From an optimization exercise on the open Yosys and OpenROAD flow, aimed at small area, a short achievable clock period and few clock cycles; shortcuts taken in it are not production practice.
In this exercise RTL edits were held to simulation tests only and were not proved equivalent to the original.
No activity file was given, so power comes from the tool's default toggle rates.

File: flow/design.v
`timescale 1ns / 1ps
`default_nettype none
/*verilator lint_off WIDTHTRUNC*/
/*verilator lint_off WIDTHEXPAND*/
/*verilator lint_off UNUSEDPARAM*/
module pruner #(
    parameter N        = 256,
    parameter M        = 16,
    parameter NO_WIDTH = 8
) (
    input wire clk,
    input wire rst_n,
    input  wire [        N-1:0] si_vector,
    input  wire [$clog2(N)-1:0] row_index,
    input  wire [ NO_WIDTH-1:0] row_NO,
    input  wire                 si_valid,
    output wire                 pruner_ready,
    output reg  [$clog2(N)-1:0] prefix_id,
    output reg  [$clog2(N)-1:0] row_id_out,      
    output reg  [        M-1:0] pattern,
    output reg                  prune_valid,
    output reg                  prune_done,
    input  wire                 dispatch_ready,
    input  wire [$clog2(N)-1:0] mem_addr,
    input  wire [NO_WIDTH-1:0]  mem_NO_in,
    input  wire [M-1:0]         mem_spike_in,
    output reg  [NO_WIDTH-1:0]  mem_NO_out,
    output reg  [M-1:0]         mem_spike_out,
    input  wire                 mem_wr_en,
    input  wire                 mem_sel  
);
    localparam S_IDLE = 3'd0,
               S_FILT = 3'd1,
               S_SEL  = 3'd2,
               S_XOR  = 3'd3,
               S_OUT  = 3'd4,
               S_NEXT = 3'd5;
    reg  [2:0] state;
    reg  [  $clog2(N):0] row_counter;   
    reg  [        N-1:0] si_vec_r;
    reg  [$clog2(N)-1:0] row_idx_r;
    reg  [ NO_WIDTH-1:0] row_NO_r;
    reg  [        M-1:0] cur_spikes_r;
    reg                  has_prefix_r;    
    reg [NO_WIDTH-1:0] NO_table [0:N-1];
    reg [M-1:0] spike_matrix [0:N-1];
    reg [N-1:0]           st0_si_vec;
    reg [$clog2(N)-1:0]   st0_row_idx,  st1_row_idx,  st2_row_idx;
    reg [NO_WIDTH-1:0]    st0_row_NO;
    reg [M-1:0]           st0_row_spikes, st1_row_spikes,
                          st1_pre_spikes, st2_pattern;
    reg [$clog2(N)-1:0]   st1_prefix_idx, st2_prefix_idx;
    reg                   st0_valid, st1_valid, st2_valid;
    wire pipeline_stall = st2_valid && !dispatch_ready;
    assign pruner_ready = !pipeline_stall;
    always @(posedge clk) begin
        if (!rst_n) begin
            st0_valid <= 1'b0;
        end else if (!pipeline_stall) begin
            st0_valid <= si_valid;
            if (si_valid) begin
                st0_si_vec     <= si_vector;
                st0_row_idx    <= row_index;
                st0_row_NO     <= row_NO;
                st0_row_spikes <= spike_matrix[row_index];
            end
        end
    end
    integer j;
    reg [$clog2(N)-1:0] best_idx_comb;
    reg [NO_WIDTH-1:0]  best_no_comb;
    reg [M-1:0]         best_spikes_comb;
    reg                 has_prefix_comb;
    always @(*) begin
        best_idx_comb    = st0_row_idx;    
        best_no_comb     = 0;            
        best_spikes_comb = {M{1'b0}};     
        has_prefix_comb  = 1'b0;
        for (j = 0; j < N; j = j + 1) begin            
            if (st0_valid && (j != st0_row_idx) && (
                ((NO_table[j] < st0_row_NO) && ((spike_matrix[j] & st0_row_spikes) == spike_matrix[j])) ||
                ((j < st0_row_idx) && (NO_table[j] == st0_row_NO) && (spike_matrix[j] == st0_row_spikes))
            )) begin
                if (!has_prefix_comb || 
                    NO_table[j] > best_no_comb ||
                    (NO_table[j] == best_no_comb && j[$clog2(N)-1:0] > best_idx_comb)) begin
                    best_idx_comb    = j[$clog2(N)-1:0];
                    best_no_comb     = NO_table[j];
                    best_spikes_comb = spike_matrix[j];
                    has_prefix_comb  = 1'b1;
                end
            end
        end
    end
    reg st1_has_prefix;
    always @(posedge clk) begin
        if (!rst_n) begin
            st1_valid <= 1'b0;
            st1_has_prefix <= 1'b0;
        end else if (!pipeline_stall) begin
            st1_valid        <= st0_valid;
            st1_row_idx      <= st0_row_idx;
            st1_row_spikes   <= st0_row_spikes;
            st1_prefix_idx   <= best_idx_comb;
            st1_pre_spikes   <= best_spikes_comb;
            st1_has_prefix   <= has_prefix_comb;
        end
    end
    reg st2_has_prefix;
    always @(posedge clk) begin
        if (!rst_n) begin
            st2_valid <= 1'b0;
            st2_has_prefix <= 1'b0;
        end else begin
            if (st2_valid && dispatch_ready) begin
                st2_valid      <= st1_valid;
                st2_has_prefix <= st1_has_prefix;
                if (st1_valid) begin
                    st2_row_idx    <= st1_row_idx;
                    st2_prefix_idx <= st1_prefix_idx;
                    if (st1_has_prefix) begin
                        st2_pattern <= st1_row_spikes ^ st1_pre_spikes;
                    end else begin
                        st2_pattern <= st1_row_spikes;
                    end
                end
            end else if (!st2_valid) begin
                st2_valid      <= st1_valid;
                st2_has_prefix <= st1_has_prefix;
                if (st1_valid) begin
                    st2_row_idx    <= st1_row_idx;
                    st2_prefix_idx <= st1_prefix_idx;
                    if (st1_has_prefix) begin
                        st2_pattern <= st1_row_spikes ^ st1_pre_spikes;
                    end else begin
                        st2_pattern <= st1_row_spikes;
                    end
                end
            end
        end
    end
    always @(*) begin
        row_id_out  = st2_row_idx;
        prefix_id   = st2_prefix_idx;
        pattern     = st2_pattern;
        prune_valid = st2_valid;
    end
    reg [$clog2(N+1)-1:0] out_count;
    always @(posedge clk) begin
        if (!rst_n) begin
            out_count  <= 0;
            prune_done <= 0;
        end else begin
            prune_done <= 0;
            if (st2_valid && dispatch_ready) begin
                if (out_count == N-1) begin
                    prune_done <= 1'b1;
                    out_count  <= 0;
                end else begin
                    out_count  <= out_count + 1;
                end
            end
        end
    end
    always @(posedge clk) begin
        if (mem_wr_en) begin
            if (!mem_sel) begin
                NO_table[mem_addr] <= mem_NO_in;
            end else begin
                spike_matrix[mem_addr] <= mem_spike_in;
            end
        end
    end
    always @(posedge clk) begin
        if (!mem_sel) begin
            mem_NO_out    <= NO_table[mem_addr];
            mem_spike_out <= {M{1'b0}};
        end else begin
            mem_NO_out    <= {NO_WIDTH{1'b0}};
            mem_spike_out <= spike_matrix[mem_addr];
        end
    end
endmodule
`default_nettype wire
File: flow/run.sh
#!/bin/bash
# synth_recipe.tcl (not shown) runs the flow's synth.tcl, then flattens the netlist and writes it again
# the make line also repeats each setting of config.mk as NAME=value (left out here)
make -C /OpenROAD-flow-scripts/flow DESIGN_CONFIG=/design/flow/config.mk WORK_HOME=/design/flow/orfs CLKGATE_MAP_FILE= SYNTH_SCRIPT=/design/flow/synth_recipe.tcl finish
File: flow/config.mk
export PLATFORM = sky130hd
export DESIGN_NAME = pruner
export DESIGN_NICKNAME = pruner
export VERILOG_FILES = /design/flow/design.v
export SDC_FILE = /design/flow/constraint.sdc
export NUM_CORES = 8
export LEC_CHECK = 0
export CAP_MARGIN = 40
export CORE_MARGIN = 2
export CORE_UTILIZATION = 40
export SLEW_MARGIN = 40
File: flow/constraint.sdc
create_clock -name core_clock -period 640.0 [get_ports {clk}]
set_input_delay 128.0000 -clock core_clock [delete_from_list [all_inputs] [get_ports {clk}]]
set_output_delay 128.0000 -clock core_clock [all_outputs]
set_load 0.01 [all_outputs]
==> flow_metrics.tcl <==
set metrics [dict create \
    run_status "timing/DRC/antenna clean" \
    netlist-cell-type-count 223 \
    power_in_the_clock_group_mw 0.503 \
    grt.overflow.total 0 \
    cp.required_ps 641140 \
    synth-main-ff-cell "sky130_fd_sc_hd__edfxtp_1" \
    endpoint "st1_pre_spikes[0]$_DFFE_PP_" \
    hold-path-cell-count 0 \
    power_per_cell_area_mw_per_mm2 2.59 \
    dr.pass1.iters 16 \
    netSwitchingFraction_pct 39.3 \
    synth-edff-count 6256 \
    area_delta_synth_final_pct 12.4 \
    final.setup.tns_ps 0 \
    grt_first_pass_wirelength_mm 4450 \
    power_combinational_mw 0.607 \
    coreArea_sq_mm 1.34 \
    clock_tree.buffer_depth 5 \
    cts.root.buffer_cell "sky130_fd_sc_hd__clkbuf_16" \
    syn_area_sq_mm 0.538 \
    cell_seen_most_often_among_critical_path_stages "sky130_fd_sc_hd__ha_1" \
    postSynthAreaPerCell_sq_um 11.9 \
    cts_tree "yes" \
    grt_max_degree 108 \
    detail-route-antenna-nets 0 \
    netlist_top_cells_area "sky130_fd_sc_hd__edfxtp_1, sky130_fd_sc_hd__ha_1, sky130_fd_sc_hd__mux4_2, sky130_fd_sc_hd__mux2_2, sky130_fd_sc_hd__o21ai_0" \
    hp-class "reg -> reg" \
    finalSetupViolations 0 \
    share_seq_of_total_power_pct 29.2 \
    dp_hpwl_mm 2750 \
    syn-instance-count 45229 \
    synth.ff_latch_count 6294 \
    clock_sink_count 6294 \
    tritoncts.num_buffers 813 \
    num-nets-final 54647 \
    post_layout_nonfiller_instances 66387 \
    yosysSeqAreaShare_pct 35.1 \
    floorplan.die.height_mm 1.16 \
    cpPeakStageDelay_ps 750 \
    yosys.cell_count.top_type "sky130_fd_sc_hd__ha_1" \
    pre_cts_ws_ps 28210 \
    synth.cells.most_frequent "sky130_fd_sc_hd__ha_1, sky130_fd_sc_hd__edfxtp_1, sky130_fd_sc_hd__mux4_2, sky130_fd_sc_hd__nand2_1, sky130_fd_sc_hd__o21ai_0" \
    route.detailed.wl_per_inst_um 52.9 \
    leakage_nw 235 \
    cp_num_buf_inv 85 \
    cts_hold_buf 0 \
    final_area_sq_mm 0.604 \
    vias_per_cell 7.37 \
    final-max-slew-violation-count 0 \
    drive_gt1_share_pct 24.0 \
    fillerInstances 122362 \
    worstSetupEndpointType "register" \
    startpoint_type "register" \
    max-cap-violations 0 \
    boundaryPins 369 \
    globalplace.congestion 1.10 \
    p_switching_mw 0.616 \
    post-route-drc-count 0 \
    rows 425 \
    grt_util_all_layers_pct 49.8 \
    async_reset_ff_share_pct 0 \
    timing.final.crit_period_ps 607840 \
    grt_antenna_before_repair 948 \
    critPathLaunch "st0_row_spikes[8]$_DFFE_PP_" \
    placement.cell_area_sq_mm 0.571 \
    floorplan.initialDensity_pct 40.1 \
    clkPwrFrac_pct 32.1 \
    wl_met3_mm 511 \
    cell_type_with_the_highest_aggregate_area_in_the_netlist "sky130_fd_sc_hd__edfxtp_1" \
    chipWidth_mm 1.16 \
    worst_skew_pair.late_latency_ps 1320 \
    holdWs_ps 408 \
    wirelength_mm 3510 \
    dp.cells 63267 \
    timing.final.hold_violations 0 \
    highest_layer "met5" \
    top_area_cell_type_share_of_the_netlist_area_pct 34.9 \
    critPathMaxFanout 53 \
    hold_start "st1_prefix_idx[4]$_DFFE_PP_" \
    place.port_buffers 112 \
    first_global_vias 437499 \
    htree_num_levels 6 \
    slew_headroom_pct 24.2 \
    max-vdd-ir-drop_v 0.00000276 \
    internal_power_mw 0.951 \
    drt_iter0_drc 83131 \
    final_critical_path_setup_slack_ps 32160 \
    cpLargestDelayFamily "compound AO/OA/AOI/OAI gates" \
    die_area_sq_mm 1.35 \
    critical_path_arrival_ps 608980 \
    postSynthNetCount 53462 \
    slowest_stage "sky130_fd_sc_hd__a31oi_1" \
    met2_wirelength_mm 1390 \
    yosys_warnings 1 \
    crit_type "reg -> reg" \
    combinationalPowerShare_pct 38.7 \
    worst_hold_path.endpoint "st2_prefix_idx[4]$_DFFE_PP_" \
    seq_power_mw 0.457 \
    top_power_group "combinational logic" \
    route.vias.total 489105 \
    achievable-frequency_mhz 1.65 \
    min_period_over_period_pct 95.0 \
    timing.critical_path.depth 722 \
    detail_route.wirelength.met1_mm 1270 \
    worst_setup_hold_path_clk_slew_ps 60 \
    timing.clock.skew_ps 81.3 \
]
[registers in the layout, indices dropped and copies added, names as in the netlist, 8 cells and up]
name / flops
spike_matrix: 4096
NO_table: 2048
mem_spike_out: 16
st0_row_spikes: 16
st1_pre_spikes: 16
st1_row_spikes: 16
st2_pattern: 16
out_count: 9
mem_NO_out: 8
st0_row_NO: 8
st0_row_idx: 8
st1_prefix_idx: 8
st1_row_idx: 8
st2_prefix_idx: 8
st2_row_idx: 8
[area by class of cell]
class,count,area (sq um),area share [%]
antenna,1561,3910,0.646
clock buffer,928,21100,3.48
clock inverter,579,6690,1.11
inverter,1668,6440,1.07
multi-input combinational,35336,336000,55.5
sequential,6294,189000,31.2
tap,17720,22200,3.67
timing repair buffer,2300,19800,3.28
timing repair inverter,1,5.00,0.000828
[per-layer routing]
metal  GRT usage (%)  up-vias
met5           0.389        -
met4            42.0      328
met3            22.9     9910
met2            66.7    44082
met1            60.3   248712
li1                -   186073
[kinds of logic after synthesis]
logic type | after synthesis | synth area share, %
buffers and inverters | 3606 | 3.14
and+or+nand+nor | 11952 | 11.5
AOI/OAI and AO/OA | 8331 | 10.2
adders and majority gates | 7958 | 18.5
xor gates and xnor gates | 124 | 0.209
muxes | 6964 | 21.3
DFF | 6294 | 35.1
[metrics by stage]
stage | total power [mW] | util (%)
3_5_place_dp | 1.04 | 42.6
3_3_place_gp | 1.03 | 42.5
6_report | 1.57 | 45.1
2_1_floorplan | 0.784 | -
5_1_grt | 1.59 | 44.9
4_1_cts | 1.53 | 44.7
[placed cells by master (no fill, tap or decap), types with 241 or more instances in the layout]
master / n
sky130_fd_sc_hd__ha_1: 7923
sky130_fd_sc_hd__edfxtp_1: 6256
sky130_fd_sc_hd__mux4_2: 3312
sky130_fd_sc_hd__nand2_1: 2999
sky130_fd_sc_hd__o21ai_0: 2499
sky130_fd_sc_hd__mux2_2: 2412
sky130_fd_sc_hd__nor2_1: 2134
sky130_fd_sc_hd__buf_4: 1951
sky130_fd_sc_hd__a21oi_1: 1889
sky130_fd_sc_hd__inv_1: 1632
sky130_fd_sc_hd__diode_2: 1561
sky130_fd_sc_hd__nand4_1: 1523
sky130_fd_sc_hd__mux2i_1: 1163
sky130_fd_sc_hd__nand3_1: 1090
sky130_fd_sc_hd__nor4_1: 1085
sky130_fd_sc_hd__clkbuf_16: 821
sky130_fd_sc_hd__a21o_1: 579
sky130_fd_sc_hd__nor3_1: 535
sky130_fd_sc_hd__o21a_1: 477
sky130_fd_sc_hd__nor2b_1: 465
sky130_fd_sc_hd__nand2b_1: 352
sky130_fd_sc_hd__a211oi_1: 313
sky130_fd_sc_hd__o211ai_1: 245
sky130_fd_sc_hd__a31oi_1: 245
sky130_fd_sc_hd__o2111ai_1: 241
[what timing repair did]
item                       CTS  global route
resized for setup            0           146
setup endpoints to repair    0            24
setup buffers                0            25
Testbench counts, summed over its fixed seeds: cycles 8,288.

[static timing again, ports no longer ideal]
The results above use ideal ports. As a check the final layout listed here was re-extracted and re-timed, cells and wires unchanged.
Step 1, drivers: a clkbuf_16 drives clk and a buf_2 each remaining input, both assumed.
Step 2 moves the port delays by t, midway between the first and last clock arrival at a register: inputs arrive t later, outputs are due t later. That takes back most of the time a late clock gives input paths.
Slacks: ideal ports / drivers / drivers and shift; pairs: ideal ports / drivers.
shift t [ns]: 1.458
setup WS [ns]: 32.160 / 32.160 / 32.160
clock arrival spread, ns: 0.084 / 0.084
worst data-port slew with drivers (ns): 0.63
cell pins on the clock port's net: 1
After both steps this run still meets setup and hold. The setup slack of this run moves by 0.000 ns with the drivers and by 0.000 ns with both steps.
